This design comes from an exercise in tuning for small area and a short achievable clock period on the open sky130 flow, not from production work. RTL that was checked went through simulation tests only; none was proved equivalent to the original. The clock input has no modelled driver; a real chip could not lean on it and would need a root buffer or a full tree. Power is estimated from default activity; no workload was simulated.

==> inputs of 10-28 <==
==> flow/design.v <==
module fifo_sync #(
    parameter DATA_WIDTH = 8,
    parameter DEPTH = 32,
    localparam ADDR_WIDTH = $clog2(DEPTH)
)(
    input  wire                  clk,
    input  wire                  reset,
    input  wire                  write_en,
    input  wire                  read_en,
    input  wire [DATA_WIDTH-1:0] data_in,
    output wire [DATA_WIDTH-1:0] data_out,
    output wire                  empty,
    output wire                  full
);
    localparam W  = DATA_WIDTH;
    localparam N  = DEPTH - 1;
    localparam LO = 8;
    localparam HI = DEPTH / LO;
    reg  [W*N-1:0]  sh;
    reg  [LO-1:0]   cnt_lo;
    reg  [HI-1:0]   cnt_hi;
    reg  [W-1:0]    data_out_reg;
    reg             not_empty;
    reg             full_reg;
    assign data_out = data_out_reg;
    assign empty    = ~not_empty;
    assign full     = full_reg;
    wire wr = write_en & ~full_reg;
    wire rd = read_en  & not_empty;
    wire [N-1:0] rd_hot;
    genvar k;
    generate
        for (k = 1; k < DEPTH; k = k + 1) begin : g_hot
            assign rd_hot[k-1] = cnt_hi[k / LO] & cnt_lo[k % LO];
        end
    endgenerate
    wire [W-1:0] rd_word;
    fifo_sync_andor #(.W(W), .N(N)) u_andor (.hot(rd_hot), .words(sh), .y(rd_word));
    wire n_is_1  = cnt_hi[0] & cnt_lo[1];
    wire n_is_30 = cnt_hi[30 / LO] & cnt_lo[30 % LO];
    wire grow   = wr & ~rd;
    wire shrink = rd & ~wr;
    wire [LO-1:0] lo_up = {cnt_lo[LO-2:0], cnt_lo[LO-1]};
    wire [LO-1:0] lo_dn = {cnt_lo[0], cnt_lo[LO-1:1]};
    wire [HI-1:0] hi_up = cnt_lo[LO-1] ? {cnt_hi[HI-2:0], cnt_hi[HI-1]} : cnt_hi;
    wire [HI-1:0] hi_dn = cnt_lo[0]    ? {cnt_hi[0], cnt_hi[HI-1:1]}    : cnt_hi;
    always @(posedge clk) begin
        if (wr)
            sh <= {sh[W*(N-1)-1:0], data_in};
    end
    always @(posedge clk or posedge reset) begin
        if (reset) begin
            cnt_lo       <= {{(LO-1){1'b0}}, 1'b1};
            cnt_hi       <= {{(HI-1){1'b0}}, 1'b1};
            data_out_reg <= {W{1'b0}};
            not_empty    <= 1'b0;
            full_reg     <= 1'b0;
        end else begin
            if (rd)
                data_out_reg <= rd_word;
            cnt_lo    <= grow ? lo_up : shrink ? lo_dn : cnt_lo;
            cnt_hi    <= grow ? hi_up : shrink ? hi_dn : cnt_hi;
            not_empty <= grow | (not_empty & ~(shrink & n_is_1));
            full_reg  <= (grow & n_is_30) | (full_reg & ~shrink);
        end
    end
endmodule
module fifo_sync_andor #(
    parameter W = 8,
    parameter N = 31
)(
    input  wire [N-1:0]   hot,
    input  wire [W*N-1:0] words,
    output reg  [W-1:0]   y
);
    integer i;
    always @* begin
        y = {W{1'b0}};
        for (i = 0; i < N; i = i + 1)
            y = y | (words[W*i +: W] & {W{hot[i]}});
    end
endmodule
==> flow/flow/run.sh <==
#!/bin/bash
# Standard layout, with the clock tree built without dummy loads.
bash standard.sh CTS_ARGS="-sink_clustering_enable -repair_clock_nets -dont_use_dummy_load -sink_clustering_size 30 -sink_clustering_max_diameter 100" MATCH_CELL_FOOTPRINT=0 finish > standard.log 2>&1
==> flow/standard.sh <==
#!/bin/bash
# synth_recipe.tcl (not shown) runs the flow's synth.tcl, then flattens the netlist and writes it again
# the make line also repeats each setting of config.mk as NAME=value (left out here)
make -C /OpenROAD-flow-scripts/flow DESIGN_CONFIG=/design/flow/config.mk WORK_HOME=/design/flow/orfs CLKGATE_MAP_FILE= SYNTH_SCRIPT=/design/flow/synth_recipe.tcl "${@:-finish}"
==> flow/config.mk <==
export PLATFORM = sky130hd
export DESIGN_NAME = fifo_sync
export DESIGN_NICKNAME = fifo_sync
export VERILOG_FILES = /design/flow/design.v
export SDC_FILE = /design/flow/constraint.sdc
export NUM_CORES = 4
export LEC_CHECK = 0
export CAP_MARGIN = 20
export CORE_MARGIN = 2
export CORE_UTILIZATION = 60
export CTS_CLUSTER_DIAMETER = 100
export CTS_CLUSTER_SIZE = 30
export SETUP_SLACK_MARGIN = 3.0
export SLEW_MARGIN = 20
export SYNTH_HIERARCHICAL = 1
==> flow/constraint.sdc <==
create_clock -name core_clock -period 5.0 [get_ports {clk}]
set_input_delay 1.0000 -clock core_clock [delete_from_list [all_inputs] [get_ports {clk}]]
set_output_delay 1.0000 -clock core_clock [all_outputs]
set_load 0.01 [all_outputs]
==> 08-13: changes against 10-28 <==
==> flow/design.v (replaced) <==
module fifo_sync #(
    parameter DATA_WIDTH = 8,
    parameter DEPTH = 32,
    localparam ADDR_WIDTH = $clog2(DEPTH)
)(
    input  wire                  clk,
    input  wire                  reset,
    input  wire                  write_en,
    input  wire                  read_en,
    input  wire [DATA_WIDTH-1:0] data_in,
    output wire [DATA_WIDTH-1:0] data_out,
    output wire                  empty,
    output wire                  full
);
    localparam W = DATA_WIDTH;
    localparam N = DEPTH - 1;
    reg  [W*N-1:0]        sh;
    reg  [ADDR_WIDTH-1:0] rd_sel;
    reg  [W-1:0]          data_out_reg;
    reg                   not_empty;
    reg                   full_reg;
    assign data_out = data_out_reg;
    assign empty    = ~not_empty;
    assign full     = full_reg;
    wire wr = write_en & ~full_reg;
    wire rd = read_en  & not_empty;
    wire [W*DEPTH-1:0] rd_arr;
    genvar j;
    generate
        for (j = 0; j < DEPTH; j = j + 1) begin : g_rd
            if (j == 0) begin : g_none
                assign rd_arr[W-1:0] = {W{1'b0}};
            end else begin : g_word
                assign rd_arr[W*j +: W] = sh[W*(DEPTH-1-j) +: W];
            end
        end
    endgenerate
    wire [W-1:0] rd_word = rd_arr[rd_sel*W +: W];
    wire n_is_1  = (rd_sel == DEPTH-1);
    wire n_is_30 = (rd_sel == 2);
    wire [ADDR_WIDTH-1:0] sel_inc = rd_sel + 1'b1;
    wire [ADDR_WIDTH-1:0] sel_dec = rd_sel - 1'b1;
    wire grow   = wr & ~rd;
    wire shrink = rd & ~wr;
    always @(posedge clk) begin
        if (wr)
            sh <= {sh[W*(N-1)-1:0], data_in};
    end
    always @(posedge clk or posedge reset) begin
        if (reset) begin
            rd_sel       <= {ADDR_WIDTH{1'b0}};
            data_out_reg <= {W{1'b0}};
            not_empty    <= 1'b0;
            full_reg     <= 1'b0;
        end else begin
            if (rd)
                data_out_reg <= rd_word;
            rd_sel    <= grow ? sel_dec : shrink ? sel_inc : rd_sel;
            not_empty <= grow | (not_empty & ~(shrink & n_is_1));
            full_reg  <= (grow & n_is_30) | (full_reg & ~shrink);
        end
    end
endmodule
--- a/flow/config.mk
+++ b/flow/config.mk
@@ -9,3 +9,3 @@
 export CORE_MARGIN = 2
-export CORE_UTILIZATION = 60
+export CORE_UTILIZATION = 75
 export CTS_CLUSTER_DIAMETER = 100
@@ -14,2 +14 @@
 export SLEW_MARGIN = 20
-export SYNTH_HIERARCHICAL = 1
==> comparison <==
Against 10-28, the clock skew of 08-13 is higher by 0.018 ns.
In 10-28 the clock power is larger than in 08-13, by about 4%.
Register-to-register slack: 08-13 is higher than 10-28 (0.05 ns).
Setup slack: 08-13 is lower than 10-28 (0.048 ns).
Of 08-13 and 10-28, 10-28 has the higher flip-flop and latch count (gap 7).
Global-route usage: 08-13 is lower than 10-28 (3.2 points).
Die area: 08-13 is lower than 10-28 (about 16%).
Against 08-13, the combinational power of 10-28 is smaller by about 90%.
Between 10-28 and 08-13, the lower wire length is in 08-13 (gap 31%, measured against 08-13).
==> figures <==
| metric | 08-13 | 10-28 |
|---|---|---|
| Outcome | no timing/DRC/antenna violations | no timing/DRC/antenna violations |
| Iteration count of the initial detailed-routing pass | 7 | 6 |
| Portion of the layout cell area used by non-clock buffers | 0.0500 | 0.0641 |
| Critical path type | input pin to flip-flop | flip-flop to flip-flop |
| Number of vias after detailed routing | 5,283 | 5,643 |
| GRT Overall Usage | 0.257 | 0.289 |
| Power density over the cells | 547 mW/mm^2 | 340 mW/mm^2 |
| Detailed-routing wirelength on met1 | 8020 microns | 10,200 microns |
| Buf+Inv Stages, Crit Path | 2 | 1 |
| Final instance area | 0.0115 sq mm | 0.0113 sq mm |
| Sw frac | 0.311 | 0.200 |
| Share of layout cells above drive strength 1 | 0.212 | 0.240 |
| Routed WL | 19,600 microns | 25,600 microns |
| Clock group power | 1.03 mW | 1.07 mW |
| Total number of yosys warnings | 1 | 8 |
| Share of power burned in combinational logic | 0.337 | 0.029 |
| Multi-input gate share of the layout cell area | 0.223 | 0.176 |
| Beginning of the worst register-to-register path | not_empty | cnt_lo[2] |
| Global Route met2 Usage | 0.423 | 0.424 |
| Multiplexer fraction of the synthesized cell area | 0.144 | 0.0269 |
For 10-28, only the layout was checked, not whether the RTL still works.

* * *

==> run a: inputs <==
fifo_sync, a different RTL version from the one above (not shown whole).
==> module fifo_sync, before the edit <==
module fifo_sync #(
    parameter DATA_WIDTH = 8,
    parameter DEPTH = 32,
    localparam ADDR_WIDTH = $clog2(DEPTH)
)(
    input  wire                  clk,
    input  wire                  reset,
    input  wire                  write_en,
    input  wire                  read_en,
    input  wire [DATA_WIDTH-1:0] data_in,
    output wire [DATA_WIDTH-1:0] data_out,
    output wire                  empty,
    output wire                  full
);
    localparam W = DATA_WIDTH;
    localparam N = DEPTH - 1;
    reg  [W*N-1:0]        sh;
    reg  [W-1:0]          din_q;
    reg                   wr_q;
    reg  [ADDR_WIDTH-1:0] rd_idx;       
    reg  [W-1:0]          data_out_reg;
    reg                   empty_reg;
    reg                   full_reg;
    assign data_out = data_out_reg;
    assign empty    = empty_reg;
    assign full     = full_reg;
    wire wr = write_en & ~full_reg;
    wire rd = read_en  & ~empty_reg;
    wire [W*DEPTH-1:0] rd_arr = {din_q, sh};
    wire [W-1:0]       rd_word = rd_arr[rd_idx*W +: W];
    wire [ADDR_WIDTH-1:0] idx_inc = rd_idx + 1'b1;
    wire [ADDR_WIDTH-1:0] idx_dec = rd_idx - 1'b1;
    wire [ADDR_WIDTH-1:0] idx_nrd = wr_q ? idx_inc : rd_idx;
    wire [ADDR_WIDTH-1:0] idx_rd  = wr_q ? rd_idx  : idx_dec;
    wire n_is_1  = wr_q ? (rd_idx == DEPTH-1) : (rd_idx == 0);
    wire n_is_30 = wr_q ? (rd_idx == DEPTH-4) : (rd_idx == DEPTH-3);
    always @(posedge clk) begin
        din_q <= data_in;
        if (wr_q)
            sh <= {sh[W*(N-1)-1:0], din_q};
    end
    always @(posedge clk or posedge reset) begin
        if (reset) begin
            wr_q         <= 1'b0;
            rd_idx       <= {ADDR_WIDTH{1'b1}};
            data_out_reg <= {W{1'b0}};
            empty_reg    <= 1'b1;
            full_reg     <= 1'b0;
        end else begin
            wr_q   <= wr;
            rd_idx <= rd ? idx_rd : idx_nrd;
            if (rd)
                data_out_reg <= rd_word;
            if (wr & ~rd) begin
                empty_reg <= 1'b0;
                full_reg  <= n_is_30;
            end else if (rd & ~wr) begin
                empty_reg <= n_is_1;
                full_reg  <= 1'b0;
            end
        end
    end
endmodule
clock: 5.0 ns
lec_check: 0
cap_margin: 20
core_margin: 2
core_utilization: 60
setup_slack_margin: 3.0
slew_margin: 20
run.sh (not shown) runs the stock make flow with config.mk's settings and CLKGATE_MAP_FILE= SYNTH_SCRIPT=/design/flow/synth_recipe.tcl, a recipe that flattens the netlist after the stock synthesis.
Stock flow here: none of the scripts above is used.
==> run b: changes against run a <==
==> flow/design.v, changed modules only <==
module fifo_sync #(
    parameter DATA_WIDTH = 8,
    parameter DEPTH = 32,
    localparam ADDR_WIDTH = $clog2(DEPTH)
)(
    input  wire                  clk,
    input  wire                  reset,
    input  wire                  write_en,
    input  wire                  read_en,
    input  wire [DATA_WIDTH-1:0] data_in,
    output wire [DATA_WIDTH-1:0] data_out,
    output wire                  empty,
    output wire                  full
);
    localparam W  = DATA_WIDTH;
    localparam N  = DEPTH - 1;
    localparam LO = 8;
    localparam HI = DEPTH / LO;
    reg  [W*N-1:0]  sh;
    reg  [LO-1:0]   cnt_lo;
    reg  [HI-1:0]   cnt_hi;
    reg  [W-1:0]    data_out_reg;
    reg             not_empty;
    reg             full_reg;
    assign data_out = data_out_reg;
    assign empty    = ~not_empty;
    assign full     = full_reg;
    wire wr = write_en & ~full_reg;
    wire rd = read_en  & not_empty;
    wire [W-1:0] data_out_next;
    fifo_sync_rdmux #(.W(W), .N(N), .LO(LO), .HI(HI)) u_rdmux (
        .cnt_lo(cnt_lo), .cnt_hi(cnt_hi), .words(sh), .rd(rd),
        .q(data_out_reg), .d(data_out_next));
    wire n_is_1  = cnt_hi[0] & cnt_lo[1];
    wire n_is_30 = cnt_hi[30 / LO] & cnt_lo[30 % LO];
    wire grow   = wr & ~rd;
    wire shrink = rd & ~wr;
    wire [LO-1:0] lo_up = {cnt_lo[LO-2:0], cnt_lo[LO-1]};
    wire [LO-1:0] lo_dn = {cnt_lo[0], cnt_lo[LO-1:1]};
    wire [HI-1:0] hi_up = cnt_lo[LO-1] ? {cnt_hi[HI-2:0], cnt_hi[HI-1]} : cnt_hi;
    wire [HI-1:0] hi_dn = cnt_lo[0]    ? {cnt_hi[0], cnt_hi[HI-1:1]}    : cnt_hi;
    always @(posedge clk) begin
        if (wr)
            sh <= {sh[W*(N-1)-1:0], data_in};
    end
    always @(posedge clk or posedge reset) begin
        if (reset) begin
            cnt_lo       <= {{(LO-1){1'b0}}, 1'b1};
            cnt_hi       <= {{(HI-1){1'b0}}, 1'b1};
            data_out_reg <= {W{1'b0}};
            not_empty    <= 1'b0;
            full_reg     <= 1'b0;
        end else begin
            data_out_reg <= data_out_next;
            cnt_lo    <= grow ? lo_up : shrink ? lo_dn : cnt_lo;
            cnt_hi    <= grow ? hi_up : shrink ? hi_dn : cnt_hi;
            not_empty <= grow | (not_empty & ~(shrink & n_is_1));
            full_reg  <= (grow & n_is_30) | (full_reg & ~shrink);
        end
    end
endmodule
module fifo_sync_rdmux #(
    parameter W  = 8,
    parameter N  = 31,
    parameter LO = 8,
    parameter HI = 4
)(
    input  wire [LO-1:0]  cnt_lo,
    input  wire [HI-1:0]  cnt_hi,
    input  wire [W*N-1:0] words,
    input  wire           rd,
    input  wire [W-1:0]   q,
    output wire [W-1:0]   d
);
    reg [W-1:0] y;
    integer i;
    always @* begin
        y = {W{1'b0}};
        for (i = 1; i <= N; i = i + 1)
            y = y | (words[W*(i-1) +: W] & {W{cnt_hi[i / LO] & cnt_lo[i % LO]}});
    end
    assign d = rd ? y : q;
endmodule
==> flow/flow/run.sh (new file) <==
#!/bin/bash
# Standard layout, with sizing free to change cell footprints; the clock
# tree is built without dummy loads, and its middle level (buffers that
# drive only other clock buffers) is folded into the root buffer's net after
# CTS (flow/collapse.tcl, run as the POST_CTS hook).
bash standard.sh CTS_ARGS="-sink_clustering_enable -repair_clock_nets -dont_use_dummy_load -sink_clustering_size 30 -sink_clustering_max_diameter 100" POST_CTS_TCL="$PWD/flow/collapse.tcl" MATCH_CELL_FOOTPRINT=0 finish > standard.log 2>&1
==> flow/flow/collapse.tcl (new file) <==
# Collapse the clock tree's middle level: every clock buffer driven by the
# root buffer that itself drives only clock buffers is removed, and its
# loads are moved onto the root buffer's net.
proc clk_collapse_mid {} {
  set block [ord::get_db_block]
  set clkport [$block findBTerm clk]
  set cnet [$clkport getNet]
  set roots {}
  foreach it [$cnet getITerms] {
    if {[$it isInputSignal]} { lappend roots [$it getInst] }
  }
  set removed 0
  foreach root $roots {
    set rnet ""
    foreach it [$root getITerms] { if {[$it isOutputSignal]} { set rnet [$it getNet] } }
    if {$rnet eq ""} continue
    foreach it [$rnet getITerms] {
      if {![$it isInputSignal]} continue
      set mid [$it getInst]
      set mnet ""
      foreach jt [$mid getITerms] { if {[$jt isOutputSignal]} { set mnet [$jt getNet] } }
      if {$mnet eq ""} continue
      set loads {}
      set ok 1
      foreach lt [$mnet getITerms] {
        if {[$lt isInputSignal]} {
          lappend loads $lt
          if {![string match "*clkbuf*" [[[$lt getInst] getMaster] getName]]} { set ok 0 }
        }
      }
      if {!$ok || [llength $loads] == 0} continue
      foreach lt $loads { $lt disconnect; $lt connect $rnet }
      odb::dbInst_destroy $mid
      odb::dbNet_destroy $mnet
      incr removed
    }
  }
  puts "clk_collapse_mid: removed $removed middle clock buffers"
}

clk_collapse_mid
estimate_parasitics -placement
repair_timing_helper
detailed_placement
check_placement -verbose
==> flow/standard.sh (new file) <==
#!/bin/bash
# synth_recipe.tcl (not shown) runs the flow's synth.tcl, then flattens the netlist and writes it again
# the make line also repeats each setting of config.mk as NAME=value (left out here)
make -C /OpenROAD-flow-scripts/flow DESIGN_CONFIG=/design/flow/config.mk WORK_HOME=/design/flow/orfs CLKGATE_MAP_FILE= SYNTH_SCRIPT=/design/flow/synth_recipe.tcl "${@:-finish}"
Settings changed: CTS_CLUSTER_DIAMETER set to 100, CTS_CLUSTER_SIZE set to 30, SYNTH_HIERARCHICAL set to 1.
removed: flow/run.sh
==> comparison <==
Run b ran to the end with no violations. Run a produced a clean layout. Sequential share of layout area: run b is higher than run a (8.7 points). In run a the non-clock buffer count is higher than in run b, by 27. Between run b and run a, the lower maximum frequency is in run a (gap 9.6%, measured against run a). Between run b and run a, the lower design area is in run b (gap about 12%, measured against run a). Critical path depth: run a is higher than run b (3). Synthesized cell count: run a is lower than run b (about 12%). Between run b and run a, the lower power is in run b (gap 52%, measured against run a). Routed wire length: run a is lower than run b (about 5.4%). Against run b, the final cell count of run a is larger by 1.2%.
==> figures <==
Critical path's slowest cell: run b dfrtp_1; run a dfstp_4
Wire length of the first global-routing pass: run b 33500 um; run a 30800 um
Part of the cycle the worst path needs: run b 40.1%; run a 44.0%
Number of synthesized register bits: run b 270; run a 272
Setup CP Type: run b flop to output pin; run a flop to flop
Routability congestion estimate from global placement: run b 0.819; run a 0.753
Num tapcells: run b 220; run a 225
Number of non-clock buffers: run b 39; run a 66
Die boundary height: run b 134 um; run a 136 um
Fin Hold WS: run b 0.460 ns; run a 0.446 ns
Core Region: run b 16500 um2; run a 17200 um2
Yosys warning total: run b 8; run a 1
Outcome: run b finished clean; run a finished clean
Area of the die: run b 17900 um2; run a 18500 um2
Fillers: run b 1159; run a 1082
Final layout net count: run b 613; run a 595
Initial core utilization: run b 61.2%; run a 60.7%
Fmax: run b 499 MHz; run a 455 MHz
Post-Synth XOR/XNOR Area: run b 0%; run a 0.588%
Portion of the layout cell area used by clock cells: run b 2.30%; run a 6.52%
Function not checked in run a: the RTL went through the layout flow alone.

separate check: timing with driven ports:
No port has a modelled driver above. Below, the same layouts with a new extraction and two added sets of constraints.
Step 1: set_driving_cell puts a clkbuf_16 on clk and a buf_2 on each other input, an assumption about the parent block.
Step 2, shift: input delay + t, output delay - t, t = (earliest + latest rising clock arrival at the registers) / 2. This alone moves slack from input paths to output paths.
a / b / c = ideal / step 1 / step 2; a / b = the first two.
run	t, ns	setup slack, ns	worst hold slack (ns)
10-28	0.508	2.872 / 2.872 / 2.646	0.440 / 0.440 / 0.440
08-13	0.506	2.824 / 2.832 / 2.326	0.438 / 0.438 / 0.438
run a	0.556	2.802 / 2.785 / 2.646	0.446 / 0.446 / 0.446
run b	0.450	2.995 / 2.951 / 2.599	0.460 / 0.460 / 0.460
After both steps setup and hold are still met in every run listed. The setup slack of 08-13, which loses most, moves by +0.008 ns with the drivers and by -0.498 ns with both steps.
